This is an optimization exercise on Yosys and OpenROAD, whose aim is small area, a short achievable clock period and few clock cycles, not a production implementation.
Function was checked by simulation only, so behaviour that the tests miss may differ from the original.
Power figures rest on the tool's default switching activity, not on a simulated workload.

==> flow/design.v <==
module JAM (
    input CLK,
    input RST,
    output reg [2:0] W,
    output reg [2:0] J,
    input [6:0] Cost,
    output reg [3:0] MatchCount,
    output reg [9:0] MinCost,
    output Valid
);
    localparam [2:0] S_SCAN = 3'd0, S_SEL = 3'd1, S_AUG = 3'd2, S_TIGHT = 3'd3,
                     S_RYS = 3'd4, S_DRAIN = 3'd5, S_DONE = 3'd6;
    reg [2:0] state;
    reg [7:0] vp [0:7];           
    reg [7:0] pend;
    reg [8:0] mv [0:7];           
    reg [2:0] way [0:7];
    reg [7:0] wroot;
    reg [2:0] p [0:7];            
    reg [7:0] matched;
    reg [7:0] used;
    reg [2:0] ph;                 
    reg [6:0] Dp;                 
    reg [8:0] K;                  
    reg root;
    reg [2:0] j0;
    reg [2:0] Jn;
    reg pv;
    reg [7:0] todo;
    reg [2:0] tkP;
    reg iss;
    reg [9:0] preA;
    reg [7:0] vpnA;
    reg firstA;
    reg vB, rootB, firstB;
    reg [6:0] cB;
    reg [9:0] preB;
    reg [10:0] thrB;
    reg [2:0] jB;
    reg [8:0] mvB;
    reg [7:0] vpnB;
    reg [9:0] xk;
    reg vC;
    reg [8:0] nmC;
    reg [7:0] vpnC;
    reg [2:0] jC;
    reg [2:0] fuC;
    reg [8:0] best;
    reg [2:0] j1;
    reg [8:0] nvpcb;              
    reg [2:0] fu1;
    reg [63:0] T;
    reg [7:0] F;
    reg [7:0] cnt;
    reg fpar;
    reg [3:0] q0, q1, q2, q3;
    reg negR, vR, vR2, negR2;
    reg [3:0] prodR;
    reg [1:0] dr;
    assign Valid = (state == S_DONE);
    function [2:0] lowbit;
        input [7:0] m;
        begin
            if (m[0]) lowbit = 3'd0;
            else if (m[1]) lowbit = 3'd1;
            else if (m[2]) lowbit = 3'd2;
            else if (m[3]) lowbit = 3'd3;
            else if (m[4]) lowbit = 3'd4;
            else if (m[5]) lowbit = 3'd5;
            else if (m[6]) lowbit = 3'd6;
            else lowbit = 3'd7;
        end
    endfunction
    wire tmode = (state == S_TIGHT);
    wire auglast = (state == S_AUG) & wroot[J];
    wire first = (ph == 3'd0) & root & ~tmode;
    wire [7:0] vpP = first ? 8'd0 : vp[Jn];
    wire [8:0] addP = pend[Jn] ? {2'b00, Dp} : K;
    wire [9:0] preP = {{2{vpP[7]}}, vpP} + {addP[8], addP};
    wire doP = pv & (state == S_SCAN || state == S_TIGHT || auglast);
    wire [8:0] mvA = mv[J];
    wire [10:0] thrA = {2'b00, mvA} - {preA[9], preA};
    wire ltB = rootB | (~thrB[10] & (thrB[9:0] > {3'b000, cB}));
    wire [9:0] keyB = {3'b000, cB} + preB;
    wire [8:0] nmB = ltB ? keyB[8:0] : mvB;
    wire [7:0] unusedB = ~used & ~(8'd1 << jB);
    wire betterC = vC & (nmC < best);
    wire lastC = vC & ~vB;
    wire [2:0] j1f = betterC ? jC : j1;
    wire [7:0] nused = used | (8'd1 << j1);
    wire [7:0] rest1 = ~nused & ~(8'd1 << fu1);
    wire [2:0] wayJ = way[J];
    wire [2:0] wayway = way[wayJ];
    wire [63:0] Tc;
    genvar gk, gj;
    generate
        for (gk = 0; gk < 8; gk = gk + 1) begin : trow
            for (gj = 0; gj < 8; gj = gj + 1) begin : tcol
                assign Tc[8*gk+gj] = T[8*gk+((gj-gk+8)%8)];
            end
        end
    endgenerate
    reg [7:0] F1, F2, rowo, colo;
    integer a, b;
    always @(*) begin
        for (a = 0; a < 8; a = a + 1) begin
            rowo[a] = 1'b0;
            colo[a] = 1'b0;
            for (b = 0; b < 8; b = b + 1) if (a != b) begin
                rowo[a] = rowo[a] | Tc[8*a+b];
                colo[a] = colo[a] | Tc[8*b+a];
            end
        end
        F1 = ~rowo | ~colo;
        for (a = 0; a < 8; a = a + 1) begin
            rowo[a] = 1'b0;
            colo[a] = 1'b0;
            for (b = 0; b < 8; b = b + 1) if (a != b) begin
                rowo[a] = rowo[a] | (Tc[8*a+b] & ~F1[b]);
                colo[a] = colo[a] | (Tc[8*b+a] & ~F1[b]);
            end
        end
        F2 = F1 | ~rowo | ~colo;
    end
    wire [7:0] cntn = ((cnt | F) + 8'd1) & ~F;
    function [3:0] rs;
        input [7:0] t;
        input fz;
        begin
            rs = fz ? 4'd1 : (t[0] + t[1] + t[2] + t[3]) + (t[4] + t[5] + t[6] + t[7]);
        end
    endfunction
    wire [3:0] f0 = rs(Tc[7:0] & cnt, F[0]);
    wire [3:0] f1 = rs(Tc[15:8] & cnt, F[1]);
    wire [3:0] f2 = rs(Tc[23:16] & cnt, F[2]);
    wire [3:0] f3 = rs(Tc[31:24] & cnt, F[3]);
    wire [3:0] f4 = rs(Tc[39:32] & cnt, F[4]);
    wire [3:0] f5 = rs(Tc[47:40] & cnt, F[5]);
    wire [3:0] f6 = rs(Tc[55:48] & cnt, F[6]);
    wire [3:0] f7 = rs(Tc[63:56] & cnt, F[7]);
    wire [3:0] m01 = f0 * f1;
    wire [3:0] m23 = f2 * f3;
    wire [3:0] m45 = f4 * f5;
    wire [3:0] m67 = f6 * f7;
    wire [3:0] prodP = (q0 * q1) * (q2 * q3);
    always @(posedge CLK) begin
        rootB <= root;
        firstB <= firstA;
        cB <= Cost;
        preB <= preA;
        thrB <= thrA;
        jB <= J;
        mvB <= mvA;
        vpnB <= vpnA;
        nmC <= nmB;
        vpnC <= vpnB;
        jC <= jB;
        fuC <= lowbit(unusedB);
    end
    integer i;
    always @(posedge CLK) begin
        vB <= 1'b0;
        vC <= 1'b0;
        vR <= 1'b0;
        vR2 <= 1'b0;
        if (RST) begin
            state <= S_SCAN;
            ph <= 3'd0;
            pend <= 8'd0;
            matched <= 8'd0;
            used <= 8'd0;
            K <= 9'd0;
            root <= 1'b1;
            best <= 9'h1FF;
            W <= 3'd0;
            J <= 3'd0;
            iss <= 1'b1;
            preA <= 10'd0;
            vpnA <= 8'd0;
            vp[0] <= 8'd0;
            Jn <= 3'd1;
            pv <= 1'b1;
            todo <= 8'hFC;
            MinCost <= 10'd0;
            MatchCount <= 4'd0;
        end else begin
            vB <= iss;
            if (vB) begin
                if (tmode) begin
                    if (firstB) xk <= keyB;
                    T <= {(firstB | (keyB == xk)), T[63:1]};
                end else begin
                    vC <= 1'b1;
                    if (ltB) begin
                        mv[jB] <= keyB[8:0];
                        way[jB] <= j0;
                        wroot[jB] <= rootB;
                    end
                end
            end
            if (betterC) begin
                best <= nmC;
                j1 <= jC;
                nvpcb <= nmC - {vpnC[7], vpnC};
                fu1 <= fuC;
            end
            if (doP) begin
                preA <= preP;
                vpnA <= root ? preP[7:0] : vpP;
                if (root) begin
                    vp[Jn] <= preP[7:0];
                    pend[Jn] <= 1'b0;
                end
            end
            case (state)
                S_SCAN: begin
                    J <= Jn;
                    iss <= pv;
                    pv <= (todo != 8'd0);
                    Jn <= lowbit(todo);
                    todo <= todo & ~(8'd1 << lowbit(todo));
                    if (lastC) begin
                        W <= p[j1f];
                        J <= j1f;
                        state <= S_SEL;
                    end
                end
                S_SEL: begin
                    best <= 9'h1FF;
                    if (matched[j1]) begin
                        used <= nused;
                        vp[j1] <= 8'd0 - nvpcb[7:0];
                        K <= nvpcb - {2'b00, Cost};
                        root <= 1'b0;
                        j0 <= j1;
                        Jn <= fu1;
                        pv <= 1'b1;
                        todo <= rest1;
                        iss <= 1'b0;
                        state <= S_SCAN;
                    end else begin
                        MinCost <= MinCost + {3'b000, best[6:0]};
                        Dp <= best[6:0];
                        pend <= used;
                        J <= j1;
                        W <= wroot[j1] ? ph : p[way[j1]];
                        root <= 1'b1;
                        K <= 9'd0;
                        Jn <= 3'd0;
                        pv <= 1'b1;
                        state <= S_AUG;
                    end
                end
                S_AUG: begin
                    p[J] <= W;
                    matched[J] <= 1'b1;
                    if (!wroot[J]) begin
                        J <= wayJ;
                        W <= wroot[wayJ] ? ph : p[wayway];
                    end else if (ph != 3'd7) begin
                        ph <= ph + 3'd1;
                        used <= 8'd0;
                        W <= ph + 3'd1;
                        J <= 3'd0;
                        iss <= 1'b1;
                        Jn <= 3'd1;
                        todo <= 8'hFC;
                        state <= S_SCAN;
                    end else begin
                        W <= (J == 3'd0) ? W : p[0];
                        J <= 3'd0;
                        iss <= 1'b1;
                        firstA <= 1'b1;
                        tkP <= 3'd0;
                        Jn <= 3'd1;
                        state <= S_TIGHT;
                    end
                end
                S_TIGHT: begin
                    J <= Jn;
                    iss <= pv;
                    firstA <= (Jn == tkP);
                    if (pv) begin
                        W <= p[tkP];
                        if (Jn + 3'd1 != tkP) Jn <= Jn + 3'd1;
                        else if (tkP != 3'd7) begin
                            tkP <= tkP + 3'd1;
                            Jn <= tkP + 3'd1;
                        end else pv <= 1'b0;
                    end
                    if (!pv && !iss && !vB) begin
                        F <= F2;
                        cnt <= 8'd0;
                        fpar <= ^(~F2);
                        MatchCount <= 4'd0;
                        state <= S_RYS;
                    end
                end
                S_RYS: begin
                    vR <= 1'b1;
                    q0 <= m01;
                    q1 <= m23;
                    q2 <= m45;
                    q3 <= m67;
                    negR <= (^cnt) ^ fpar;
                    cnt <= cntn;
                    if (cntn == 8'd0) begin
                        dr <= 2'd0;
                        state <= S_DRAIN;
                    end
                end
                S_DRAIN: begin
                    dr <= dr + 2'd1;
                    if (dr == 2'd1) state <= S_DONE;
                end
                default: ;
            endcase
            if (vR) begin
                vR2 <= 1'b1;
                prodR <= prodP;
                negR2 <= negR;
            end
            if (vR2) MatchCount <= negR2 ? MatchCount - prodR : MatchCount + prodR;
        end
    end
endmodule
==> flow/run.sh <==
#!/bin/bash
# synth_recipe.tcl (not shown) runs the flow's synth.tcl, then flattens the netlist and writes it again
# the make line also repeats each setting of config.mk as NAME=value (left out here)
make -C /OpenROAD-flow-scripts/flow DESIGN_CONFIG=/design/flow/config.mk WORK_HOME=/design/flow/orfs CLKGATE_MAP_FILE= SYNTH_SCRIPT=/design/flow/synth_recipe.tcl finish
==> flow/config.mk <==
export PLATFORM = sky130hd
export DESIGN_NAME = JAM
export DESIGN_NICKNAME = JAM
export VERILOG_FILES = /design/flow/design.v
export SDC_FILE = /design/flow/constraint.sdc
export NUM_CORES = 4
export LEC_CHECK = 0
export CAP_MARGIN = 20
export CORE_MARGIN = 2
export CORE_UTILIZATION = 40
export SLEW_MARGIN = 20
==> flow/constraint.sdc <==
create_clock -name core_clock -period 4.0 [get_ports {CLK}]
set_input_delay 0.8000 -clock core_clock [delete_from_list [all_inputs] [get_ports {CLK}]]
set_output_delay 0.8000 -clock core_clock [all_outputs]
set_load 0.01 [all_outputs]
==> key figures, run 1 <==
Power and ir drop
  – P_int: 13.4 mW
  – Combinational cell fraction of total power: 37.9%
  – Leakage power: 12.1 nW
  – Net Sw Power: 7.31 mW
  – Peak VDD IR: 0.374 mV
  – Pwr Density: 653 nW/um2
  – Flop pwr share: 36.0%
  – Sw Share: 35.3%
  – Clock group share of total power: 26.2%

Clock network
  – CTS tree: built
  – Skew-Pair Late Insertion Delay: 0.64 ns
  – Post-cts hold buffer count: 0
  – Root Driver: clkbuf_16
  – Num CTS Buffers: 56
  – CTS clk-pin slew, worst paths: 0.06 ns
  – Num Clock Sinks: 525
  – Clock Path Buffers: 3
  – Max H-tree Level: 2

Worst setup path
  – Reg2Reg Capture Point: q2[3]
  – Crit-path cells: buf_6, and2_4, fa_1, inv_2, fa_1, inv_1, fa_1, ha_2, inv_2, fa_2, xnor2_2, nand2b_1, nor2_2, ha_4, ha_4, ha_4, xnor2_2, xnor2_1, xnor2_1, xnor2_1
  – Worst endpoint data arrival time: 5.06 ns
  – Reg2reg start: cnt[1]
  – CP Class: flip-flop to flip-flop
  – Critical path fanouts, max: 4
  – Required @ worst endpoint: 4.38 ns
  – Buffers and inverters on the worst path: 4
  – Worst setup SP type: flip-flop
  – Max stage delay on crit path: 0.51 ns
  – Reg2Reg Depth: 20
  – CP delay by family, top: adder cells
  – Register-to-register setup slack: -0.69 ns
  – Slowest cell on crit path: fa_1
  – CP Capture Type: flip-flop

Die
  – Core Rows: 95
  – Die area: 69,900 um2
  – Initial Util: 40.4%
  – Die X: 264 um
  – # IOs: 30
  – Die Ht: 264 um
  – Core ar.: 67,200 um2

Global route
  – Vias in the first global route: 19,200
  – GRT met1 Usage: 26.7%
  – Met3 Resource Use GR: 2.72%
  – Initial antenna violation count: 0
  – GR peak layer: met2
  – GRT Total Usage: 20.3%
  – Largest net degree at the start of global routing: 65
  – First-pass GRT wire length: 111,000 um
  – Final global-route overflow total: 0
  – Met2 GRT Util: 34.9%

Hold path
  – Worst Hold Path EP: firstB
  – Worst hold stages: 0
  – HP Start: firstA
  – HP Class: flip-flop to flip-flop

Placed design
  – GPL Wtd Cong: 0.899
  – PortBufs: 29
  – Dpl hpwl: 52,600 um

Route
  – Detailed Route WL: 71,700 um
  – Antenna viol nets, final: 0
  – Via density: 5.57
  – 1st-iter DRT viols: 1,496
  – Via count: 18,900
  – DRT Pass-1 Iters: 5
  – DRC errors left: 0
  – WL/cell: 21.1 um

Outcome
  – Failing Checks: setup timing
  – Status: complete, but fails checks

STA
  – FMAX: 213 MHz
  – Hold WS: 0.289 ns
  – Final Cycle Share: 117%
  – Slew Viols, Final: 0
  – Unrepaired setup endpoints after global routing: yes
  – Final setup margin: -0.686 ns
  – Slew headroom: 33.5%
  – TNS Setup: -3.41 ns
  – Final setup violation count: 8
  – Clk_skew: 0.0598 ns
  – Final hold violation count: 0
  – Final min period: 4.69 ns
  – Worst Tran Pin Value: 0.994 ns

Synthesis
  – Post-synth top flop: edfxtp_1
  – Post-synth EDFFs: 336
  – Post-synthesis sequential area ratio: 51.2%
  – Avg Inst Size Synth: 11.8 um2
  – Netlist cell types: 81
  – Mapped Nets: 2,500
  – Synthesis-stage register bit count: 525
  – Cells after Synth: 2,305
  – Cell Area, Synth: 27,100 um2
  – Post-synth ARST share: 0%
  – Yosys warns: 1

Finish
  – Share of layout cells above drive strength 1: 17.6%
  – Post-layout nets: 2,670
  – Layout area overhead: 17.1%
  – Most common cell after layout, fill and taps aside: edfxtp_1
  – Diode count: 0
  – Most frequent cells in the layout: edfxtp_1 (336), nor2_1 (194), dfxtp_1 (189), nand2_1 (162), buf_4 (159)

Run
  – MaxCap Viol Count: 0
==> per-stage QoR <==
| step | instance area [um2] | setup slack [ns] | cells | power (mW) | utilization (%) |
|---|---|---|---|---|---|
| floorplan | 27300 | -0.565 | 2305 | 12.8 | - |
| CTS | 31600 | -0.661 | 3393 | 20.8 | 47.1 |
| finish | 31700 | -0.686 | 3396 | 20.7 | 47.3 |
| global placement | 29500 | -0.837 | 3279 | 15.0 | 43.9 |
| global route | 31700 | -0.861 | 3396 | 21.9 | 47.3 |
| detailed placement | 29500 | -0.998 | 3279 | 15.2 | 43.9 |
==> timing repair <==
| item | CTS | global route |
|---|---|---|
| pin swaps | 31 | 26 |
| buffers inserted | 8 | 4 |
| endpoints found under the setup margin | 8 | 28 |
| gates resized for setup | 12 | 21 |
==> state kept, by name (all words and copies together), names as in the netlist, 11 cells and up, named ones only <==
register / flops
way: 24
T: 64
p: 24
thrB: 11
vp: 64
mv: 72
==> how the worst max path moves through the flow <==
stage	start	end	slack, ns	depth (start not counted)
after floorplan	cnt[0]	q2[3]	-0.57	20
after global routing	cnt[1]	q0[3]	-0.86	20
after detailed placement	cnt[0]	q2[3]	-1.0	16
after global placement	cnt[0]	q3[3]	-0.84	19
after CTS	cnt[0]	q3[3]	-0.66	19
final	cnt[1]	q2[3]	-0.69	20
==> power groups by stage <==
| stage | sequential (mW) | clock, mW | combinational (mW) |
|---|---|---|---|
| 6_report | 7.45 | 5.42 | 7.85 |
| 5_1_grt | 7.54 | 5.73 | 8.63 |
| 4_1_cts | 7.46 | 5.53 | 7.79 |
| 3_5_place_dp | 7.57 | 0 | 7.65 |
| 3_3_place_gp | 7.55 | 0 | 7.43 |
| 2_1_floorplan | 7.27 | 0 | 5.50 |
==> worst register-to-register path, cell delays in order, from the launching register on <==
cell and delay (ns):
edfxtp_1 0.42, buf_6 0.16, and2_4 0.14, fa_1 0.51
inv_2 0.04, fa_1 0.48, inv_1 0.05, fa_1 0.48
ha_2 0.19, inv_2 0.04, fa_2 0.34, xnor2_2 0.13
nand2b_1 0.11, nor2_2 0.18, ha_4 0.23, ha_4 0.22
ha_4 0.16, xnor2_2 0.13, xnor2_1 0.19, xnor2_1 0.15
xnor2_1 0.08
==> metal layers <==
metal | part of all wire [%] | wire, um | vias to the layer above
met5 | 0 | 0 | -
met3 | 5.4 | 3900 | 131
met1 | 43 | 30700 | 9389
met4 | 2.9 | 2080 | 0
li1 | - | - | 8809
met2 | 49 | 35000 | 590
==> synth_stat cells (37+ instances only) <==
master | count | area share [%]
a21oi_1 | 107 | 2.0
mux2i_1 | 85 | 3.1
and2_1 | 62 | 1.4
xor2_1 | 37 | 1.2
mux4_2 | 62 | 5.1
inv_1 | 132 | 1.8
fa_1 | 39 | 2.9
edfxtp_1 | 336 | 37
ha_1 | 147 | 6.8
nand2_1 | 162 | 2.2
clkbuf_1 | 63 | 0.87
nor3_1 | 71 | 1.3
o21ai_0 | 69 | 1.3
dfxtp_1 | 189 | 14
a22oi_1 | 42 | 1.2
nor2_1 | 198 | 2.7
xnor2_1 | 95 | 3.1
==> area by class of cell <==
| type | count | area [um2] |
|---|---|---|
| Fill cell | 5865 | 35400 |
| Sequential cell | 525 | 13900 |
| Multi-Input combinational cell | 1561 | 12700 |
| Clock buffer | 78 | 1650 |
| Timing Repair Buffer | 194 | 1570 |
| Tap cell | 873 | 1090 |
| Inverter | 137 | 514 |
| Clock inverter | 28 | 318 |
==> cell families after synthesis <==
kind of cell	count (synthesis)	synth area share, %
muxes	190	10.3
and+or+nand+nor	658	11.6
xor gates and xnor gates	134	4.44
buffers and inverters	219	3.27
adders and majority gates	187	9.70
DFF	525	51.2
AOI/OAI and AO/OA	392	9.51
Testbench counts, summed over its fixed seeds: cycles 2,428.
==> run 2: changes to the inputs <==
--- a/flow/design.v
+++ b/flow/design.v
@@ -55,4 +55,5 @@
     reg fpar;
-    reg [3:0] q0, q1, q2, q3;
-    reg negR, vR, vR2, negR2;
+    reg [3:0] r0, r1, r2, r3, r4, r5, r6, r7;
+    reg [3:0] q0, q1;
+    reg negR, vR, vR2, negR2, vR3, negR3;
     reg [3:0] prodR;
@@ -140,7 +141,5 @@
     wire [3:0] f7 = rs(Tc[63:56] & cnt, F[7]);
-    wire [3:0] m01 = f0 * f1;
-    wire [3:0] m23 = f2 * f3;
-    wire [3:0] m45 = f4 * f5;
-    wire [3:0] m67 = f6 * f7;
-    wire [3:0] prodP = (q0 * q1) * (q2 * q3);
+    wire [3:0] m03 = (r0 * r1) * (r2 * r3);
+    wire [3:0] m47 = (r4 * r5) * (r6 * r7);
+    wire [3:0] prodP = q0 * q1;
     always @(posedge CLK) begin
@@ -158,2 +157,16 @@
         fuC <= lowbit(unusedB);
+        r0 <= f0;
+        r1 <= f1;
+        r2 <= f2;
+        r3 <= f3;
+        r4 <= f4;
+        r5 <= f5;
+        r6 <= f6;
+        r7 <= f7;
+        negR <= (^cnt) ^ fpar;
+        q0 <= m03;
+        q1 <= m47;
+        negR2 <= negR;
+        prodR <= prodP;
+        negR3 <= negR2;
     end
@@ -164,3 +177,2 @@
         vR <= 1'b0;
-        vR2 <= 1'b0;
         if (RST) begin
@@ -300,7 +312,2 @@
                     vR <= 1'b1;
-                    q0 <= m01;
-                    q1 <= m23;
-                    q2 <= m45;
-                    q3 <= m67;
-                    negR <= (^cnt) ^ fpar;
                     cnt <= cntn;
@@ -313,3 +320,3 @@
                     dr <= dr + 2'd1;
-                    if (dr == 2'd1) state <= S_DONE;
+                    if (dr == 2'd2) state <= S_DONE;
                 end
@@ -317,8 +324,5 @@
             endcase
-            if (vR) begin
-                vR2 <= 1'b1;
-                prodR <= prodP;
-                negR2 <= negR;
-            end
-            if (vR2) MatchCount <= negR2 ? MatchCount - prodR : MatchCount + prodR;
+            vR2 <= vR;
+            vR3 <= vR2;
+            if (vR3) MatchCount <= negR3 ? MatchCount - prodR : MatchCount + prodR;
         end
==> key figures, run 2 <==
Placed design
  – Dpl ws: 0.239 ns (was -0.998 ns)
  – GPL Wtd Cong: 0.916 (was 0.899)
  – PortBufs: 29 (unchanged)
  – Dpl hpwl: 53,400 um (was 52,600 um)
  – Placed Area: 29,700 um2 (was 29,500 um2)

Die
  – Core Rows: 96 (was 95)
  – Initial Util: 40.6% (was 40.4%)
  – Core ar.: 68,900 um2 (was 67,200 um2)
  – Die area: 72,000 um2 (was 69,900 um2)
  – Die X: 268 um (was 264 um)
  – # IOs: 30 (unchanged)
  – Die Ht: 268 um (was 264 um)

Worst setup path
  – Required @ worst endpoint: 4.49 ns (was 4.38 ns)
  – CP Class: flip-flop to flip-flop (unchanged)
  – Worst setup SP type: flip-flop (unchanged)
  – Buffers and inverters on the worst path: 1 (was 4)
  – Cell mode on critical path: o21ai_0
  – Slowest cell on crit path: mux4_2 (was fa_1)
  – Critical path fanouts, max: 6 (was 4)
  – Register-to-register setup slack: 0.29 ns (was -0.69 ns)
  – Reg2Reg Capture Point: thrB[9] (was q2[3])
  – Worst endpoint data arrival time: 4.21 ns (was 5.06 ns)
  – CP delay by family, top: compound AO/OA/AOI/OAI gates (was adder cells)
  – Crit path to: thrB[9] (was q2[3])
  – Reg2Reg Depth: 13 (was 20)
  – CP Capture Type: flip-flop (unchanged)
  – Crit-path cells: buf_4, mux4_2, mux2i_1, ha_1, nor2b_1, o21ai_0, a21boi_0, o21ai_0, a21boi_0, o21a_1, o21ai_0, a21oi_1, a2111oi_1 (was buf_6, and2_4, fa_1, inv_2, fa_1, inv_1, fa_1, ha_2, inv_2, fa_2, xnor2_2, nand2b_1, nor2_2, ha_4, ha_4, ha_4, xnor2_2, xnor2_1, xnor2_1, xnor2_1)
  – Max stage delay on crit path: 0.51 ns (about the same)
  – CP Depth: 13 (was 20)

Synthesis
  – Post-synthesis sequential area ratio: 50.8% (was 51.2%)
  – Post-Synth Simple-Gate Area: 11.7% (was 11.6%)
  – Largest family of logic cells by synthesized area: simple AND/OR/NAND/NOR gates (unchanged)
  – Post-synthesis mux area share: 10.2% (was 10.3%)
  – Mapped Nets: 2,612 (was 2,500)
  – Synthesis-stage register bit count: 551 (was 525)
  – Post-synth top flop: edfxtp_1 (unchanged)
  – Post-synthesis adder-cell area fraction: 9.28% (was 9.70%)
  – Cell Area, Synth: 28,000 um2 (was 27,100 um2)
  – Yosys warns: 1 (unchanged)
  – Avg Inst Size Synth: 11.6 um2 (was 11.8 um2)
  – Post-synthesis compound-gate area fraction: 10.3% (was 9.51%)
  – Most common cell in the netlist: edfxtp_1 (unchanged)
  – Synth Area in XOR/XNOR: 4.45% (was 4.44%)
  – Synth cell count leaders: edfxtp_1 (316), dfxtp_1 (235), nor2_1 (186) (was edfxtp_1 (336), nor2_1 (198), dfxtp_1 (189))
  – Post-synth EDFFs: 316 (was 336)
  – Netlist cell types: 76 (was 81)
  – Leading area contributor after synthesis: edfxtp_1 (unchanged)
  – Cells after Synth: 2,419 (was 2,305)
  – Leading post-synthesis cells by cell area: edfxtp_1 (34%), dfxtp_1 (17%), ha_1 (6.5%) (was edfxtp_1 (37%), dfxtp_1 (14%), ha_1 (6.8%))
  – Top cell type's share of synthesized area: 33.9% (was 37.2%)
  – Post-synth ARST share: 0% (unchanged)

Power and ir drop
  – Peak VDD IR: 0.374 mV (about the same)
  – Net Sw Power: 7.17 mW (was 7.31 mW)
  – Combinational cell fraction of total power: 35.4% (was 37.9%)
  – Pwr Density: 644 nW/um2 (was 653 nW/um2)
  – Total power: 20.4 mW (was 20.7 mW)
  – P_int: 13.2 mW (was 13.4 mW)
  – Leakage power: 11.9 nW (was 12.1 nW)
  – Flop pwr share: 38.0% (was 36.0%)
  – Sw Share: 35.2% (was 35.3%)
  – Clock group share of total power: 26.6% (was 26.2%)

STA
  – Worst Tran Pin Value: 1.01 ns (was 0.994 ns)
  – Final Cycle Share: 92.8% (was 117%)
  – TNS Setup: 0 ns (was -3.41 ns)
  – Unrepaired setup endpoints after global routing: no (was yes)
  – Slew Viols, Final: 0 (unchanged)
  – Final min period: 3.71 ns (was 4.69 ns)
  – FMAX: 269 MHz (was 213 MHz)
  – Final setup violation count: 0 (was 8)
  – Clk_skew: 0.0354 ns (was 0.0598 ns)
  – Final setup margin: 0.288 ns (was -0.686 ns)
  – Final hold violation count: 0 (unchanged)
  – Slew headroom: 32.4% (was 33.5%)

Route
  – DRT Pass-1 Iters: 6 (was 5)
  – Antenna viol nets, final: 0 (unchanged)
  – WL/cell: 21.2 um (was 21.1 um)
  – DRC errors left: 0 (unchanged)
  – Via count: 19,500 (was 18,900)
  – Via density: 5.60 (was 5.57)
  – 1st-iter DRT viols: 1,570 (was 1,496)
  – Detailed Route WL: 73,800 um (was 71,700 um)

Clock network
  – Skew-Pair Late Insertion Delay: 0.64 ns (about the same)
  – CTS tree: built (unchanged)
  – Post-cts hold buffer count: 0 (unchanged)
  – Root Driver: clkbuf_16 (unchanged)
  – Num Clock Sinks: 551 (was 525)
  – CTS clk-pin slew, worst paths: 0.06 ns (about the same)
  – Num CTS Buffers: 59 (was 56)
  – Max H-tree Level: 2 (unchanged)
  – Clock Path Buffers: 3 (unchanged)
  – Post-CTS Setup Bufs: 0 (was 8)

Finish
  – Max reg flops: 72 (unchanged)
  – Diode count: 0 (unchanged)
  – Final core occ: 45.8% (was 47.3%)
  – Most common cell after layout, fill and taps aside: edfxtp_1 (unchanged)
  – Most flop-heavy register: mv (unchanged)
  – Post-layout instance area: 31,600 um2 (was 31,700 um2)
  – Most frequent cells in the layout: edfxtp_1 (316), dfxtp_1 (234), nor2_1 (186), nand2_1 (181), ha_1 (145) (was edfxtp_1 (336), nor2_1 (194), dfxtp_1 (189), nand2_1 (162), buf_4 (159))
  – Top flop regs: mv (72), T (64), vp (64) (unchanged)
  – Footprint of the multi-input gates: 12,900 um2 (was 12,700 um2)
  – Fillers: 6,376 (was 5,865)
  – Layout area overhead: 13.0% (was 17.1%)
  – Post-layout nets: 2,690 (was 2,670)
  – Register Area: 14,200 um2 (was 13,900 um2)
  – Share of layout cells above drive strength 1: 12.1% (was 17.6%)

Global route
  – Vias in the first global route: 19,600 (was 19,200)
  – Largest net degree at the start of global routing: 47 (was 65)
  – Final global-route overflow total: 0 (unchanged)
  – GRT Total Usage: 20.5% (was 20.3%)
  – First-pass GRT wire length: 114,000 um (was 111,000 um)
  – Initial antenna violation count: 0 (unchanged)

Hold path
  – HP Class: flip-flop to flip-flop (unchanged)

Run
  – MaxCap Viol Count: 0 (unchanged)

Outcome
  – Status: timing/DRC/antenna clean (was complete, but fails checks)
-- run 2: changes by cell type after synthesis, sizes merged, moves of 9 or more --
cell / delta
buf: +9
dfxtp: +46
edfxtp: -20
nand2: +18
nand3: +36
nor2: -12
nor3: -19
o22ai: +13
-- run 2: layout make-up --
class / count / area share [%]
sequential: 551 / 44.9
multi-input combinational: 1639 / 40.9
clock buffer: 78 / 5.09
tap: 931 / 3.69
timing repair buffer: 107 / 2.76
inverter: 139 / 1.65
clock inverter: 34 / 1.02
-- run 2: kinds of logic after synthesis --
logic type,count (synthesis)
and+or+nand+nor,687
muxes,201
adders and majority gates,184
AOI/OAI and AO/OA,428
buffers and inverters,229
DFF,551
xor gates and xnor gates,139
-- run 2: power by group through the flow --
stage / clock, mW / combinational (mW) / sequential, mW
2_1_floorplan: 0 / 5.33 / 7.50
3_3_place_gp: 0 / 7.04 / 7.83
3_5_place_dp: 0 / 7.18 / 7.86
6_report: 5.41 / 7.21 / 7.74
4_1_cts: 5.53 / 7.22 / 7.74
5_1_grt: 5.76 / 7.97 / 7.82
-- run 2: metal layers --
metal  vias to the layer above  track usage, %  wire [um]
met2                       656            35.2      36100
met4                         0            7.63       2580
met5                         -               0          0
met1                      9650            26.5      31200
met3                       150            2.62       3880
li1                       9038               -          -
-- run 2: worst min-delay path by stage --
stage	start	end	slack (ns)	cells after the start
2_1_floorplan	negR	negR2	0.31	0
6_report	vpnB[5]	vpnC[5]	0.32	0
4_1_cts	negR2	negR3	0.33	0
5_1_grt	vpnB[4]	vpnC[4]	0.34	0
3_3_place_gp	vpnB[7]	vpnC[7]	0.31	0
3_5_place_dp	negR2	negR3	0.31	0
-- run 2: timing repair --
item | CTS | global route
gates resized for setup | 0 | 4
hold endpoints to repair | 0 | 0
setup endpoints to repair | 0 | 17
-- run 2: per-stage QoR --
step / hold slack (ns) / cells
6_report: 0.325 / 3479
5_1_grt: 0.336 / 3479
4_1_cts: 0.326 / 3479
3_5_place_dp: 0.312 / 3367
3_3_place_gp: 0.311 / 3367
2_1_floorplan: 0.310 / 2419
Testbench counts of run 2, summed over its fixed seeds: cycles 2,436.
==> run 3: changes to the inputs <==
--- a/flow/design.v
+++ b/flow/design.v
@@ -15,3 +15,3 @@
     reg [7:0] pend;
-    reg [8:0] mv [0:7];           
+    reg [7:0] mv [0:7];           
     reg [2:0] way [0:7];
@@ -31,4 +31,5 @@
     reg iss;
-    reg [9:0] preA;
-    reg [7:0] vpnA;
+    reg [7:0] vpA;
+    reg [8:0] adA;
+    reg [7:0] mvA;
     reg firstA;
@@ -39,3 +40,9 @@
     reg [2:0] jB;
-    reg [8:0] mvB;
+    reg [7:0] mvB;
+    reg [2:0] pC;
+    reg wrE, wrR;
+    reg [7:0] wrK;
+    reg [2:0] wrJ;
+    reg rJ, rW;
+    reg [2:0] wc, wwc;
     reg [7:0] vpnB;
@@ -43,3 +50,3 @@
     reg vC;
-    reg [8:0] nmC;
+    reg [7:0] nmC;
     reg [7:0] vpnC;
@@ -47,4 +54,5 @@
     reg [2:0] fuC;
-    reg [8:0] best;
+    reg [7:0] best;
     reg [2:0] j1;
+    reg [2:0] p1;
     reg [8:0] nvpcb;              
@@ -75,3 +83,3 @@
     wire tmode = (state == S_TIGHT);
-    wire auglast = (state == S_AUG) & wroot[J];
+    wire auglast = (state == S_AUG) & rJ;
     wire first = (ph == 3'd0) & root & ~tmode;
@@ -79,9 +87,10 @@
     wire [8:0] addP = pend[Jn] ? {2'b00, Dp} : K;
-    wire [9:0] preP = {{2{vpP[7]}}, vpP} + {addP[8], addP};
     wire doP = pv & (state == S_SCAN || state == S_TIGHT || auglast);
-    wire [8:0] mvA = mv[J];
-    wire [10:0] thrA = {2'b00, mvA} - {preA[9], preA};
+    wire [9:0] preA = {{2{vpA[7]}}, vpA} + {adA[8], adA};
+    wire [10:0] thrA = {3'b000, mvA} - {{3{vpA[7]}}, vpA} - {{2{adA[8]}}, adA};
+    wire [7:0] vpnA = root ? preA[7:0] : vpA;
     wire ltB = rootB | (~thrB[10] & (thrB[9:0] > {3'b000, cB}));
     wire [9:0] keyB = {3'b000, cB} + preB;
-    wire [8:0] nmB = ltB ? keyB[8:0] : mvB;
+    wire [7:0] ksat = (keyB[9:8] != 2'd0) ? 8'hFF : keyB[7:0];
+    wire [7:0] nmB = ltB ? ksat : mvB;
     wire [7:0] unusedB = ~used & ~(8'd1 << jB);
@@ -92,4 +101,3 @@
     wire [7:0] rest1 = ~nused & ~(8'd1 << fu1);
-    wire [2:0] wayJ = way[J];
-    wire [2:0] wayway = way[wayJ];
+    wire [2:0] way1 = way[j1];
     wire [63:0] Tc;
@@ -152,2 +160,6 @@
         mvB <= mvA;
+        pC <= p[jB];
+        wrK <= ksat;
+        wrJ <= jB;
+        wrR <= rootB;
         vpnB <= vpnA;
@@ -185,3 +197,3 @@
             root <= 1'b1;
-            best <= 9'h1FF;
+            best <= 8'hFF;
             W <= 3'd0;
@@ -189,5 +201,5 @@
             iss <= 1'b1;
-            preA <= 10'd0;
-            vpnA <= 8'd0;
-            vp[0] <= 8'd0;
+            vpA <= 8'd0;
+            adA <= 9'd0;
+            wrE <= 1'b0;
             Jn <= 3'd1;
@@ -199,2 +211,16 @@
             vB <= iss;
+            wrE <= 1'b0;
+            if (iss && root && !tmode) begin
+                vp[J] <= preA[7:0];
+                pend[J] <= 1'b0;
+            end
+            if (iss && tmode) begin
+                vp[J] <= preA[7:0];
+                pend[J] <= 1'b0;
+            end
+            if (wrE) begin
+                mv[wrJ] <= wrK;
+                way[wrJ] <= j0;
+                wroot[wrJ] <= wrR;
+            end
             if (vB) begin
@@ -205,7 +231,3 @@
                     vC <= 1'b1;
-                    if (ltB) begin
-                        mv[jB] <= keyB[8:0];
-                        way[jB] <= j0;
-                        wroot[jB] <= rootB;
-                    end
+                    wrE <= ltB;
                 end
@@ -215,3 +237,4 @@
                 j1 <= jC;
-                nvpcb <= nmC - {vpnC[7], vpnC};
+                p1 <= pC;
+                nvpcb <= {1'b0, nmC} - {vpnC[7], vpnC};
                 fu1 <= fuC;
@@ -219,8 +242,5 @@
             if (doP) begin
-                preA <= preP;
-                vpnA <= root ? preP[7:0] : vpP;
-                if (root) begin
-                    vp[Jn] <= preP[7:0];
-                    pend[Jn] <= 1'b0;
-                end
+                vpA <= vpP;
+                adA <= addP;
+                mvA <= mv[Jn];
             end
@@ -234,3 +254,3 @@
                     if (lastC) begin
-                        W <= p[j1f];
+                        W <= betterC ? pC : p1;
                         J <= j1f;
@@ -240,3 +260,3 @@
                 S_SEL: begin
-                    best <= 9'h1FF;
+                    best <= 8'hFF;
                     if (matched[j1]) begin
@@ -257,3 +277,7 @@
                         J <= j1;
-                        W <= wroot[j1] ? ph : p[way[j1]];
+                        W <= wroot[j1] ? ph : p[way1];
+                        rJ <= wroot[j1];
+                        wc <= way1;
+                        rW <= wroot[way1];
+                        wwc <= way[way1];
                         root <= 1'b1;
@@ -268,5 +292,9 @@
                     matched[J] <= 1'b1;
-                    if (!wroot[J]) begin
-                        J <= wayJ;
-                        W <= wroot[wayJ] ? ph : p[wayway];
+                    if (!rJ) begin
+                        J <= wc;
+                        W <= rW ? ph : p[wwc];
+                        rJ <= rW;
+                        wc <= wwc;
+                        rW <= wroot[wwc];
+                        wwc <= way[wwc];
                     end else if (ph != 3'd7) begin
==> key figures, run 3 <==
Outcome
  – Status: timing/DRC/antenna clean (unchanged)

Worst setup path
  – Required @ worst endpoint: 4.50 ns (was 4.49 ns)
  – Worst setup SP type: flip-flop (unchanged)
  – Register-to-register setup slack: 0.56 ns (was 0.29 ns)
  – Reg2reg start: cnt[3]
  – Crit path launch: cnt[3]
  – CP Class: flip-flop to flip-flop (unchanged)
  – Critical path fanouts, max: 12 (was 6)
  – Reg2Reg Capture Point: r3[2] (was thrB[9])
  – Worst endpoint data arrival time: 3.94 ns (was 4.21 ns)
  – Reg2Reg Depth: 10 (was 13)
  – CP Capture Type: flip-flop (unchanged)

Placed design
  – PortBufs: 29 (unchanged)
  – GPL Wtd Cong: 0.952 (was 0.916)
  – Dpl hpwl: 58,200 um (was 53,400 um)
  – Placed cells: 3,417 (was 3,367)
  – Dpl ws: 0.568 ns (was 0.239 ns)

Power and ir drop
  – Net Sw Power: 7.89 mW (was 7.17 mW)
  – Flop pwr share: 38.9% (was 38.0%)
  – Clock group share of total power: 27.1% (was 26.6%)
  – Leakage power: 12.3 nW (was 11.9 nW)
  – Pwr Density: 685 nW/um2 (was 644 nW/um2)
  – Peak VDD IR: 0.429 mV (was 0.374 mV)
  – P_int: 14.5 mW (was 13.2 mW)
  – Combinational cell fraction of total power: 33.9% (was 35.4%)
  – Total power: 22.4 mW (was 20.4 mW)
  – Sw Share: 35.3% (was 35.2%)

Finish
  – Share of layout cells above drive strength 1: 11.8% (was 12.1%)
  – Final Non-Filler Cells: 3,533 (was 3,479)
  – Most frequent cells in the layout: edfxtp_1 (327), dfxtp_1 (244), nand2_1 (244), inv_1 (156), nor2_1 (156) (was edfxtp_1 (316), dfxtp_1 (234), nor2_1 (186), nand2_1 (181), ha_1 (145))
  – Top flop regs: T (64), mv (64), vp (64) (was mv (72), T (64), vp (64))
  – Diode count: 0 (unchanged)
  – Fillers: 6,561 (was 6,376)
  – Most common cell after layout, fill and taps aside: edfxtp_1 (unchanged)
  – Layout area overhead: 12.7% (was 13.0%)
  – Post-layout nets: 2,733 (was 2,690)

Synthesis
  – Cells after Synth: 2,486 (was 2,419)
  – Post-synthesis sequential area ratio: 50.7% (was 50.8%)
  – Leading post-synthesis cells by cell area: edfxtp_1 (34%), dfxtp_1 (17%), ha_1 (6.4%) (was edfxtp_1 (34%), dfxtp_1 (17%), ha_1 (6.5%))
  – Synthesis-stage register bit count: 571 (was 551)
  – Netlist cell types: 85 (was 76)
  – Yosys warns: 1 (unchanged)
  – Post-synth EDFFs: 327 (was 316)
  – Most common cell in the netlist: edfxtp_1 (unchanged)
  – Post-synth ARST share: 0% (unchanged)
  – Avg Inst Size Synth: 11.7 um2 (was 11.6 um2)
  – Cell Area, Synth: 29,000 um2 (was 28,000 um2)
  – Leading area contributor after synthesis: edfxtp_1 (unchanged)
  – Post-synth top flop: edfxtp_1 (unchanged)
  – Mapped Nets: 2,689 (was 2,612)
  – Top cell type's share of synthesized area: 33.9% (about the same)
  – Synth cell count leaders: edfxtp_1 (327), dfxtp_1 (244), nand2_1 (244) (was edfxtp_1 (316), dfxtp_1 (235), nor2_1 (186))

Clock network
  – Post-CTS Resized: 0 (unchanged)
  – Root Driver: clkbuf_16 (unchanged)
  – Post-CTS Setup Bufs: 0 (unchanged)
  – CTS clk-pin slew, worst paths: 0.07 ns (was 0.06 ns)
  – Max H-tree Level: 2 (unchanged)
  – Post-cts hold buffer count: 0 (unchanged)
  – Clock Path Buffers: 3 (unchanged)
  – CTS tree: built (unchanged)
  – Skew-Pair Late Insertion Delay: 0.64 ns (about the same)
  – Num CTS Buffers: 61 (was 59)
  – Num Clock Sinks: 571 (was 551)

STA
  – Slew headroom: 22.0% (was 32.4%)
  – Final Cycle Share: 86.0% (was 92.8%)
  – Unrepaired setup endpoints after global routing: no (unchanged)
  – Final setup margin: 0.562 ns (was 0.288 ns)
  – FMAX: 291 MHz (was 269 MHz)
  – Final min period: 3.44 ns (was 3.71 ns)
  – Worst Tran Pin Value: 1.17 ns (was 1.01 ns)
  – Final hold violation count: 0 (unchanged)
  – Final setup violation count: 0 (unchanged)
  – Clk_skew: 0.0164 ns (was 0.0354 ns)
  – TNS Setup: 0 ns (unchanged)
  – Slew Viols, Final: 0 (unchanged)

Route
  – DRT Pass-1 Iters: 7 (was 6)
  – WL/cell: 22.0 um (was 21.2 um)
  – Via count: 19,700 (was 19,500)
  – Detailed Route WL: 77,900 um (was 73,800 um)
  – DRC errors left: 0 (unchanged)
  – Antenna viol nets, final: 0 (unchanged)
  – 1st-iter DRT viols: 1,667 (was 1,570)
  – Via density: 5.59 (was 5.60)

Global route
  – Vias in the first global route: 19,700 (was 19,600)
  – GRT Total Usage: 20.9% (was 20.5%)
  – Initial antenna violation count: 3 (was 0)
  – Largest net degree at the start of global routing: 65 (was 47)
  – First-pass GRT wire length: 120,000 um (was 114,000 um)
  – Final global-route overflow total: 0 (unchanged)

Hold path
  – Worst hold stages: 0 (unchanged)
  – Worst Hold Path EP: negR3 (was vpnC[5])
  – HP Class: flip-flop to flip-flop (unchanged)
  – HP Start: negR2 (was vpnB[5])

Die
  – Initial Util: 40.5% (was 40.6%)
  – # IOs: 30 (unchanged)
  – Die area: 74,600 um2 (was 72,000 um2)
  – Core Rows: 98 (was 96)
  – Die X: 273 um (was 268 um)
  – Die Ht: 273 um (was 268 um)
  – Core ar.: 71,600 um2 (was 68,900 um2)

Run
  – MaxCap Viol Count: 0 (unchanged)
run 3: cell types whose count changed in the layout (fill, tap and decap cells not counted), sizes merged, moves of 13 or more:
cell,previous run,this run
a21oi,109,91
a22o,16,3
buf,79,49
inv,144,162
nand2,181,246
nand3,66,43
nor2,186,162
o21ai,72,87
run 3: per-layer routing:
layer  track usage (%)  wire length [um]
met1              30.0             35700
met2              32.8             35400
met4              5.13              1670
met5                 0                12
met3              3.55              5130
run 3: critical path, stage by stage, from the launching register on:
cell and delay [ns]:
edfxtp_1 0.61, and2_1 0.25, fa_1 0.49, inv_1 0.06, fa_1 0.50, fa_1 0.56, inv_1 0.05, ha_1 0.21
fa_1 0.38, xnor2_1 0.14, nor2_1 0.06
run 3: kinds of logic (layout without fill, tap and decap cells):
logic type / Yosys count / after routing / synth area share (%)
XOR/XNOR: 136 / 136 / 4.21
multiplexers: 227 / 227 / 11.2
flip-flops: 571 / 571 / 50.7
AO/OA/AOI/OAI: 390 / 390 / 8.95
buffers and inverters: 254 / 351 / 3.51
adder cells (fa/ha/maj): 195 / 195 / 9.60
AND/OR/NAND/NOR: 713 / 713 / 11.8
run 3: worst max-delay path by stage:
stage	to	slack, ns	depth (start not counted)
finish	r3[2]	0.56	10
global route	r6[2]	0.39	10
CTS	r3[2]	0.55	10
detailed placement	r3[2]	0.57	10
global placement	r3[2]	0.65	10
floorplan	xk[0]	0.14	5
run 3: layout make-up:
type                            count  area [um2]  share of cell area [%]
Timing Repair Buffer               77         661                    2.02
Multi-Input combinational cell   1661       13300                    40.8
Tap cell                          950        1190                    3.64
Clock buffer                       83        1760                    5.38
Sequential cell                   571       14700                    45.0
Inverter                          158         593                    1.82
Clock inverter                     33         439                    1.34
run 3: power by group through the flow:
stage               sequential [mW]  clock [mW]  combinational (mW)
finish                         8.70        6.06                7.59
CTS                            8.70        6.18                7.56
global placement               8.78           0                7.33
floorplan                      8.11           0                5.68
detailed placement             8.81           0                7.50
global route                   8.82        6.43                8.41
run 3: metrics by stage:
step / util, % / cell area [um2] / hold WS, ns
floorplan: - / 29000 / 0.310
finish: 45.6 / 32700 / 0.325
global route: 45.6 / 32700 / 0.331
detailed placement: 42.5 / 30500 / 0.315
global placement: 42.5 / 30500 / 0.314
CTS: 45.6 / 32600 / 0.327
Testbench counts of run 3, summed over its fixed seeds: cycles 2,436.
==> run 4: changes to the inputs <==
--- a/flow/design.v
+++ b/flow/design.v
@@ -101,2 +101,3 @@
     wire [7:0] rest1 = ~nused & ~(8'd1 << fu1);
+    wire [8:0] Kn = nvpcb - {2'b00, Cost};
     wire [2:0] way1 = way[j1];
@@ -264,9 +265,13 @@
                         vp[j1] <= 8'd0 - nvpcb[7:0];
-                        K <= nvpcb - {2'b00, Cost};
+                        K <= Kn;
                         root <= 1'b0;
                         j0 <= j1;
-                        Jn <= fu1;
-                        pv <= 1'b1;
-                        todo <= rest1;
-                        iss <= 1'b0;
+                        vpA <= vp[fu1];
+                        adA <= Kn;
+                        mvA <= mv[fu1];
+                        J <= fu1;
+                        iss <= 1'b1;
+                        Jn <= lowbit(rest1);
+                        pv <= (rest1 != 8'd0);
+                        todo <= rest1 & ~(8'd1 << lowbit(rest1));
                         state <= S_SCAN;
==> key figures, run 4 <==
Route
  – Via density: 5.77 (was 5.59)
  – Antenna viol nets, final: 0 (unchanged)
  – DRT Pass-1 Iters: 6 (was 7)
  – 1st-iter DRT viols: 2,399 (was 1,667)
  – Detailed Route WL: 84,700 um (was 77,900 um)
  – Via count: 21,300 (was 19,700)
  – WL/cell: 23.0 um (was 22.0 um)
  – DRC errors left: 0 (unchanged)

Synthesis
  – Most common cell in the netlist: edfxtp_1 (unchanged)
  – Mapped Nets: 2,819 (was 2,689)
  – Avg Inst Size Synth: 11.5 um2 (was 11.7 um2)
  – Top cell type's share of synthesized area: 32.7% (was 33.9%)
  – Post-synth top flop: edfxtp_1 (unchanged)
  – Leading area contributor after synthesis: edfxtp_1 (unchanged)
  – Post-synthesis sequential area ratio: 49.1% (was 50.7%)
  – Leading post-synthesis cells by cell area: edfxtp_1 (33%), dfxtp_1 (16%), mux4_2 (8.1%) (was edfxtp_1 (34%), dfxtp_1 (17%), ha_1 (6.4%))
  – Synth cell count leaders: edfxtp_1 (327), nand2_1 (259), dfxtp_1 (247) (was edfxtp_1 (327), dfxtp_1 (244), nand2_1 (244))
  – Synthesis-stage register bit count: 574 (was 571)
  – Cell Area, Synth: 30,100 um2 (was 29,000 um2)
  – Cells after Synth: 2,617 (was 2,486)
  – Netlist cell types: 73 (was 85)
  – Yosys warns: 1 (unchanged)
  – Post-synth EDFFs: 327 (unchanged)
  – Post-synth ARST share: 0% (unchanged)

Power and ir drop
  – Peak VDD IR: 0.341 mV (was 0.429 mV)
  – Combinational cell fraction of total power: 39.4% (was 33.9%)
  – Leakage power: 12.7 nW (was 12.3 nW)
  – Sw Share: 38.1% (was 35.3%)
  – Pwr Density: 746 nW/um2 (was 685 nW/um2)
  – Net Sw Power: 9.56 mW (was 7.89 mW)
  – Clock group share of total power: 23.1% (was 27.1%)
  – Flop pwr share: 37.5% (was 38.9%)
  – P_int: 15.6 mW (was 14.5 mW)

Die
  – Die Ht: 278 um (was 273 um)
  – Initial Util: 40.4% (was 40.5%)
  – # IOs: 30 (unchanged)
  – Die X: 278 um (was 273 um)
  – Die area: 77,400 um2 (was 74,600 um2)
  – Core ar.: 74,400 um2 (was 71,600 um2)
  – Core Rows: 100 (was 98)

Finish
  – Share of layout cells above drive strength 1: 12.3% (was 11.8%)
  – Top flop regs: T (64), mv (64), vp (64) (unchanged)
  – Post-layout nets: 2,866 (was 2,733)
  – Layout area overhead: 12.1% (was 12.7%)
  – Most frequent cells in the layout: edfxtp_1 (327), nand2_1 (259), dfxtp_1 (245), inv_1 (162), nor2_1 (159) (was edfxtp_1 (327), dfxtp_1 (244), nand2_1 (244), inv_1 (156), nor2_1 (156))
  – Most common cell after layout, fill and taps aside: edfxtp_1 (unchanged)
  – Final Non-Filler Cells: 3,687 (was 3,533)

STA
  – Final min period: 3.45 ns (was 3.44 ns)
  – TNS Setup: 0 ns (unchanged)
  – Worst Tran Pin Value: 1.12 ns (was 1.17 ns)
  – Unrepaired setup endpoints after global routing: no (unchanged)
  – Final hold violation count: 0 (unchanged)
  – Clk_skew: 0.0308 ns (was 0.0164 ns)
  – FMAX: 290 MHz (was 291 MHz)
  – Final Cycle Share: 86.3% (was 86.0%)
  – Slew headroom: 24.8% (was 22.0%)
  – Final setup violation count: 0 (unchanged)
  – Slew Viols, Final: 0 (unchanged)

Global route
  – Initial antenna violation count: 3 (unchanged)
  – Final global-route overflow total: 0 (unchanged)
  – First-pass GRT wire length: 130,000 um (was 120,000 um)
  – GRT Total Usage: 21.8% (was 20.9%)
  – Largest net degree at the start of global routing: 65 (unchanged)
  – Vias in the first global route: 21,400 (was 19,700)

Clock network
  – Num CTS Buffers: 61 (unchanged)
  – Num Clock Sinks: 574 (was 571)
  – Root Driver: clkbuf_16 (unchanged)
  – Max H-tree Level: 2 (unchanged)
  – Skew-Pair Late Insertion Delay: 0.65 ns (was 0.64 ns)
  – CTS clk-pin slew, worst paths: 0.06 ns (was 0.07 ns)
  – Clock Path Buffers: 3 (unchanged)
  – Post-cts hold buffer count: 0 (unchanged)
  – Post-CTS Setup Bufs: 0 (unchanged)
  – Post-CTS Resized: 0 (unchanged)
  – CTS tree: built (unchanged)

Worst setup path
  – CP Depth: 10 (unchanged)
  – Reg2Reg Capture Point: r7[2] (was r3[2])
  – Crit-path cells: and2_1, fa_1, inv_1, fa_1, fa_1, inv_1, ha_1, fa_1, xnor2_1, nor2_1 (unchanged)
  – Worst endpoint data arrival time: 3.97 ns (was 3.94 ns)
  – Critical path fanouts, max: 13 (was 12)
  – Register-to-register setup slack: 0.55 ns (was 0.56 ns)
  – Max stage delay on crit path: 0.61 ns (about the same)
  – CP Capture Type: flip-flop (unchanged)
  – Slowest cell on crit path: edfxtp_1 (unchanged)
  – CP Class: flip-flop to flip-flop (unchanged)
  – Reg2Reg Depth: 10 (unchanged)
  – Crit path to: r7[2] (was r3[2])
  – Reg2reg start: cnt[3] (unchanged)
  – Buffers and inverters on the worst path: 2 (unchanged)
  – CP delay by family, top: adder cells (unchanged)
  – Required @ worst endpoint: 4.52 ns (was 4.50 ns)
  – Cell mode on critical path: fa_1 (unchanged)
  – Crit path launch: cnt[3] (unchanged)
  – Worst setup SP type: flip-flop (unchanged)

Hold path
  – HP Class: flip-flop to flip-flop (unchanged)

Placed design
  – GPL Wtd Cong: 0.891 (was 0.952)
  – Placed cells: 3,569 (was 3,417)
  – Dpl hpwl: 61,900 um (was 58,200 um)
  – PortBufs: 29 (unchanged)

Run
  – MaxCap Viol Count: 0 (unchanged)

Outcome
  – Status: timing/DRC/antenna clean (unchanged)
-- run 4: changes by cell type in the layout (fill, tap and decap cells not counted), moves of 12 or more --
cell and delta:
o21ai_0 +50, mux4_2 +40, a21oi_1 +33, mux2i_1 -20, buf_4 +16, nand2_1 +15, o211ai_1 +14, a211oi_1 +13
mux2_2 -12
-- run 4: final cells by class --
type / instances / area (um2)
Tap cell: 969 / 1210
Sequential cell: 574 / 14800
Antenna cell: 1 / 2.50
Clock buffer: 84 / 1740
Multi-Input combinational cell: 1768 / 14300
Fill cell: 6781 / 40700
Inverter: 165 / 619
Timing Repair Buffer: 94 / 779
Clock inverter: 32 / 324
-- run 4: metrics by stage --
step / worst slack, ns / area, um2 / hold WS (ns) / utilization, % / power [mW]
after floorplan: 0.501 / 30100 / 0.310 / - / 16.1
after global placement: 0.586 / 31600 / 0.312 / 42.4 / 19.0
after detailed placement: 0.574 / 31600 / 0.313 / 42.4 / 19.3
after CTS: 0.551 / 33700 / 0.327 / 45.2 / 25.2
after global routing: 0.397 / 33700 / 0.330 / 45.3 / 26.7
final: 0.548 / 33700 / 0.328 / 45.3 / 25.1
-- run 4: cells by family after synthesis --
logic type / share of synthesized area, %
AO/OA/AOI/OAI: 10.8
XOR/XNOR: 3.88
adder cells (fa/ha/maj): 9.18
buffers and inverters: 3.57
flip-flops: 49.1
multiplexers: 12.2
AND/OR/NAND/NOR: 11.3
-- run 4: layer usage --
| layer | up-vias | GRT usage (%) | part of all wire (%) |
|---|---|---|---|
| met5 | - | 0 | 0 |
| met4 | 0 | 6.44 | 2.5 |
| met3 | 128 | 3.36 | 7.0 |
| met2 | 799 | 35.2 | 46 |
| met1 | 10600 | 30.3 | 44 |
| li1 | 9710 | - | - |
-- run 4: how the worst min path moves through the flow --
stage,depth (start not counted),end,start,slack [ns]
finish,0,negR3,negR2,0.33
global route,0,negR3,negR2,0.33
CTS,0,vpnC[3],vpnB[3],0.33
detailed placement,0,negR3,negR2,0.31
global placement,0,vpnC[0],vpnB[0],0.31
floorplan,0,negR2,negR,0.31
-- run 4: power by group through the flow --
stage          Sequential [mW]  Clock (mW)  Combinational, mW
2_1_floorplan             8.52           0               7.54
3_3_place_gp              9.51           0               9.54
3_5_place_dp              9.54           0               9.77
4_1_cts                   9.43        5.92               9.85
5_1_grt                   9.58        6.16               10.9
6_report                  9.42        5.81               9.90
Testbench counts of run 4, summed over its fixed seeds: cycles 2,335.
==> run 5: changes to the inputs <==
--- a/flow/design.v
+++ b/flow/design.v
@@ -48,3 +48,4 @@
     reg [7:0] vpnB;
-    reg [9:0] xk;
+    reg [7:0] xk;
+    reg tv, tfirst;
     reg vC;
@@ -58,2 +59,3 @@
     reg [8:0] nvpcb;              
+    reg [7:0] vpcb;               
     reg [2:0] fu1;
@@ -68,3 +70,4 @@
     reg [1:0] dr;
-    assign Valid = (state == S_DONE);
+    reg vld;
+    assign Valid = vld;
     function [2:0] lowbit;
@@ -139,15 +142,23 @@
         begin
-            rs = fz ? 4'd1 : (t[0] + t[1] + t[2] + t[3]) + (t[4] + t[5] + t[6] + t[7]);
+            rs = (t[0] + t[1] + t[2] + t[3]) + (t[4] + t[5] + t[6] + t[7]);
         end
     endfunction
-    wire [3:0] f0 = rs(Tc[7:0] & cnt, F[0]);
-    wire [3:0] f1 = rs(Tc[15:8] & cnt, F[1]);
-    wire [3:0] f2 = rs(Tc[23:16] & cnt, F[2]);
-    wire [3:0] f3 = rs(Tc[31:24] & cnt, F[3]);
-    wire [3:0] f4 = rs(Tc[39:32] & cnt, F[4]);
-    wire [3:0] f5 = rs(Tc[47:40] & cnt, F[5]);
-    wire [3:0] f6 = rs(Tc[55:48] & cnt, F[6]);
-    wire [3:0] f7 = rs(Tc[63:56] & cnt, F[7]);
-    wire [3:0] m03 = (r0 * r1) * (r2 * r3);
-    wire [3:0] m47 = (r4 * r5) * (r6 * r7);
+    wire [3:0] f0 = rs(F[0] ? 8'h01 : (Tc[7:0] & cnt), 1'b0);
+    wire [3:0] f1 = rs(F[1] ? 8'h01 : (Tc[15:8] & cnt), 1'b0);
+    wire [3:0] f2 = rs(F[2] ? 8'h01 : (Tc[23:16] & cnt), 1'b0);
+    wire [3:0] f3 = rs(F[3] ? 8'h01 : (Tc[31:24] & cnt), 1'b0);
+    wire [3:0] f4 = rs(F[4] ? 8'h01 : (Tc[39:32] & cnt), 1'b0);
+    wire [3:0] f5 = rs(F[5] ? 8'h01 : (Tc[47:40] & cnt), 1'b0);
+    wire [3:0] f6 = rs(F[6] ? 8'h01 : (Tc[55:48] & cnt), 1'b0);
+    wire [3:0] f7 = rs(F[7] ? 8'h01 : (Tc[63:56] & cnt), 1'b0);
+    wire [3:0] g0 = r0;
+    wire [3:0] g1 = r1;
+    wire [3:0] g2 = r2;
+    wire [3:0] g3 = r3;
+    wire [3:0] g4 = r4;
+    wire [3:0] g5 = r5;
+    wire [3:0] g6 = r6;
+    wire [3:0] g7 = r7;
+    wire [3:0] m03 = (g0 * g1) * (g2 * g3);
+    wire [3:0] m47 = (g4 * g5) * (g6 * g7);
     wire [3:0] prodP = q0 * q1;
@@ -165,2 +176,3 @@
         wrR <= rootB;
+        tfirst <= firstB;
         vpnB <= vpnA;
@@ -178,6 +190,7 @@
         r7 <= f7;
-        negR <= (^cnt) ^ fpar;
+        negR <= ^cnt;
+        fpar <= ^(~F);
         q0 <= m03;
         q1 <= m47;
-        negR2 <= negR;
+        negR2 <= negR ^ fpar;
         prodR <= prodP;
@@ -190,2 +203,3 @@
         vR <= 1'b0;
+        tv <= 1'b0;
         if (RST) begin
@@ -210,2 +224,3 @@
             MatchCount <= 4'd0;
+            vld <= 1'b0;
         end else begin
@@ -228,4 +243,3 @@
                 if (tmode) begin
-                    if (firstB) xk <= keyB;
-                    T <= {(firstB | (keyB == xk)), T[63:1]};
+                    tv <= 1'b1;
                 end else begin
@@ -235,2 +249,6 @@
             end
+            if (tv) begin
+                if (tfirst) xk <= wrK;
+                T <= {(tfirst | (wrK == xk)), T[63:1]};
+            end
             if (betterC) begin
@@ -240,2 +258,3 @@
                 nvpcb <= {1'b0, nmC} - {vpnC[7], vpnC};
+                vpcb <= vpnC - nmC;
                 fu1 <= fuC;
@@ -264,3 +283,3 @@
                         used <= nused;
-                        vp[j1] <= 8'd0 - nvpcb[7:0];
+                        vp[j1] <= vpcb;
                         K <= Kn;
@@ -335,6 +354,5 @@
                     end
-                    if (!pv && !iss && !vB) begin
+                    if (!pv && !iss && !vB && !tv) begin
                         F <= F2;
                         cnt <= 8'd0;
-                        fpar <= ^(~F2);
                         MatchCount <= 4'd0;
@@ -353,3 +371,6 @@
                     dr <= dr + 2'd1;
-                    if (dr == 2'd2) state <= S_DONE;
+                    if (dr == 2'd2) begin
+                        state <= S_DONE;
+                        vld <= 1'b1;
+                    end
                 end
==> key figures, run 5 <==
Worst setup path
  – Reg2Reg Capture Point: r3[2] (was r7[2])
  – CP Class: flip-flop to flip-flop (unchanged)
  – Worst setup SP type: flip-flop (unchanged)
  – Reg2Reg Depth: 11 (was 10)
  – Required @ worst endpoint: 4.51 ns (was 4.52 ns)
  – Critical path fanouts, max: 11 (was 13)
  – Reg2reg start: cnt[3] (unchanged)
  – Crit path launch: cnt[3] (unchanged)
  – CP Capture Type: flip-flop (unchanged)
  – Worst endpoint data arrival time: 3.96 ns (was 3.97 ns)
  – Crit path to: r3[2] (was r7[2])
  – Register-to-register setup slack: 0.55 ns (about the same)

Route
  – Antenna viol nets, final: 0 (unchanged)
  – DRC errors left: 0 (unchanged)
  – WL/cell: 21.8 um (was 23.0 um)
  – Via density: 5.73 (was 5.77)
  – Via count: 21,900 (was 21,300)
  – Detailed Route WL: 83,300 um (was 84,700 um)
  – DRT Pass-1 Iters: 8 (was 6)
  – 1st-iter DRT viols: 2,206 (was 2,399)

Power and ir drop
  – Total power: 24.1 mW (was 25.1 mW)
  – Peak VDD IR: 0.321 mV (was 0.341 mV)
  – Pwr Density: 694 nW/um2 (was 746 nW/um2)
  – Leakage power: 13.1 nW (was 12.7 nW)

Synthesis
  – Mapped Nets: 2,910 (was 2,819)
  – Post-synth ARST share: 0% (unchanged)
  – Post-synthesis sequential area ratio: 48.4% (was 49.1%)
  – Post-synth top flop: edfxtp_1 (unchanged)
  – Most common cell in the netlist: edfxtp_1 (unchanged)
  – Post-synth EDFFs: 331 (was 327)
  – Leading area contributor after synthesis: edfxtp_1 (unchanged)
  – Cell Area, Synth: 30,900 um2 (was 30,100 um2)
  – Top cell type's share of synthesized area: 32.1% (was 32.7%)
  – Yosys warns: 1 (unchanged)
  – Synth cell count leaders: edfxtp_1 (331), dfxtp_1 (251), nand2_1 (240) (was edfxtp_1 (327), nand2_1 (259), dfxtp_1 (247))
  – Avg Inst Size Synth: 11.5 um2 (about the same)
  – Leading post-synthesis cells by cell area: edfxtp_1 (32%), dfxtp_1 (16%), mux4_2 (7.0%) (was edfxtp_1 (33%), dfxtp_1 (16%), mux4_2 (8.1%))
  – Netlist cell types: 86 (was 73)
  – Cells after Synth: 2,699 (was 2,617)
  – Synthesis-stage register bit count: 582 (was 574)

Clock network
  – CTS tree: built (unchanged)
  – Post-cts hold buffer count: 0 (unchanged)
  – Root Driver: clkbuf_16 (unchanged)
  – Post-CTS Setup Bufs: 0 (unchanged)
  – Post-CTS Resized: 0 (unchanged)
  – Clock Path Buffers: 3 (unchanged)
  – Num CTS Buffers: 69 (was 61)
  – Max H-tree Level: 3 (was 2)
  – Skew-Pair Late Insertion Delay: 0.61 ns (was 0.65 ns)
  – CTS clk-pin slew, worst paths: 0.06 ns (about the same)
  – Num Clock Sinks: 582 (was 574)

Hold path
  – HP Class: flip-flop to flip-flop (unchanged)

Placed design
  – Dpl ws: 0.576 ns (was 0.574 ns)
  – PortBufs: 29 (unchanged)
  – Dpl hpwl: 61,000 um (was 61,900 um)
  – Placed cells: 3,690 (was 3,569)
  – GPL Wtd Cong: 0.948 (was 0.891)
  – Placed Area: 32,400 um2 (was 31,600 um2)

Finish
  – Share of layout cells above drive strength 1: 12.3% (about the same)
  – Most common cell after layout, fill and taps aside: edfxtp_1 (unchanged)
  – Layout area overhead: 12.3% (was 12.1%)
  – Final Non-Filler Cells: 3,815 (was 3,687)
  – Post-layout instance area: 34,700 um2 (was 33,700 um2)
  – Post-layout nets: 2,942 (was 2,866)
  – Top flop regs: T (64), mv (64), vp (64) (unchanged)
  – Most frequent cells in the layout: edfxtp_1 (331), dfxtp_1 (248), nand2_1 (240), inv_1 (162), nor2_1 (160) (was edfxtp_1 (327), nand2_1 (259), dfxtp_1 (245), inv_1 (162), nor2_1 (159))

Global route
  – First-pass GRT wire length: 128,000 um (was 130,000 um)
  – GRT Total Usage: 20.9% (was 21.8%)
  – Initial antenna violation count: 4 (was 3)
  – Largest net degree at the start of global routing: 65 (unchanged)
  – Final global-route overflow total: 0 (unchanged)
  – Vias in the first global route: 21,600 (was 21,400)

STA
  – Final setup margin: 0.546 ns (was 0.548 ns)
  – Slew Viols, Final: 0 (unchanged)
  – Final min period: 3.45 ns (about the same)
  – Final setup violation count: 0 (unchanged)
  – Worst Tran Pin Value: 1.12 ns (about the same)
  – Slew headroom: 25.5% (was 24.8%)
  – Final Cycle Share: 86.3% (about the same)
  – Final hold violation count: 0 (unchanged)
  – TNS Setup: 0 ns (unchanged)
  – Clk_skew: 0.0293 ns (was 0.0308 ns)
  – Unrepaired setup endpoints after global routing: no (unchanged)
  – FMAX: 290 MHz (about the same)

Outcome
  – Status: timing/DRC/antenna clean (unchanged)

Run
  – MaxCap Viol Count: 0 (unchanged)

Die
  – Die area: 79,500 um2 (was 77,400 um2)
  – Die Ht: 282 um (was 278 um)
  – # IOs: 30 (unchanged)
  – Core ar.: 76,200 um2 (was 74,400 um2)
  – Core Rows: 101 (was 100)
  – Die X: 282 um (was 278 um)
  – Initial Util: 40.6% (was 40.4%)
-- run 5: final cells by class --
type	instances	area (um2)
fill	6805	41500
sequential	582	15000
multi-input combinational	1826	14800
clock buffer	92	1960
tap	1030	1290
timing repair buffer	86	738
inverter	166	623
clock inverter	32	337
antenna	1	2.50
-- run 5: critical path, stage by stage, from the launching register on --
cell	delay, ns
edfxtp_1	0.58
nor2b_1	0.23
and2_1	0.18
fa_1	0.48
inv_1	0.05
fa_1	0.50
fa_1	0.48
inv_1	0.06
ha_1	0.16
inv_1	0.06
fa_1	0.37
xnor2_1	0.19
-- run 5: layer usage --
| layer | share of wire, % | wire (um) | track usage [%] |
|---|---|---|---|
| met4 | 3.1 | 2570 | 6.89 |
| met2 | 46 | 38500 | 33.7 |
| met3 | 7.4 | 6170 | 3.73 |
| met5 | 0 | 0 | 0 |
| met1 | 43 | 36000 | 28.5 |
-- run 5: worst min path at each step --
stage / cells past startpoint / startpoint / slack, ns / endpoint
2_1_floorplan: 0 / negR2 / 0.31 / negR3
3_3_place_gp: 0 / vpnB[2] / 0.31 / vpnC[2]
3_5_place_dp: 0 / negR2 / 0.31 / negR3
4_1_cts: 0 / vpnB[2] / 0.32 / vpnC[2]
5_1_grt: 0 / vpnB[2] / 0.32 / vpnC[2]
6_report: 0 / vpnB[1] / 0.31 / vpnC[1]
-- run 5: through the flow --
stage / utilization, % / hold WS (ns)
after global routing: 45.6 / 0.324
after floorplan: - / 0.310
final: 45.6 / 0.305
after detailed placement: 42.5 / 0.312
after global placement: 42.5 / 0.310
after CTS: 45.6 / 0.318
-- run 5: kinds of logic after synthesis --
logic type | Yosys count | share of synthesized area (%)
multiplexers | 236 | 12.0
AND/OR/NAND/NOR | 741 | 11.9
buffers and inverters | 291 | 3.80
XOR/XNOR | 131 | 3.71
AO/OA/AOI/OAI | 516 | 10.9
adder cells (fa/ha/maj) | 202 | 9.31
flip-flops | 582 | 48.4
-- run 5: power breakdown --
part / total (mW) / switching, mW / internal [mW] / leakage, nW
clock: 6.37 / 2.52 / 3.85 / 1.14
combinational: 8.61 / 4.77 / 3.84 / 6.91
sequential: 9.12 / 1.41 / 7.72 / 5.05
Testbench counts of run 5, summed over its fixed seeds: cycles 2,343.

==> re-timing with driven ports <==
How much do the figures lean on ideal ports? The routed layouts below were timed once more, with nothing changed but the port constraints. Step 1 sets driving cells, clkbuf_16 on the clock port and buf_2 on the other inputs (assumed; they add their load-dependent delay and slew). Step 2 times the ports against the registers' clock, not the clock port: input delays grow and output delays shrink by t, the midpoint of the rising clock arrivals with the driver on. Three values: ideal, step 1, step 2; two values: the first two.
run	t, ns	setup WS [ns]	worst setup path at the end	slew at the worst register clock pin (ns)
run 1	0.675	-0.686 / -0.686 / -0.686	register to register	0.07 / 0.07
run 2	0.680	0.288 / 0.288 / 0.288	register to register	0.07 / 0.07
run 3	0.694	0.562 / 0.513 / 0.562	register to register	0.07 / 0.07
run 4	0.692	0.548 / 0.548 / 0.548	register to register	0.07 / 0.07
run 5	0.659	0.546 / 0.546 / 0.546	register to register	0.06 / 0.06
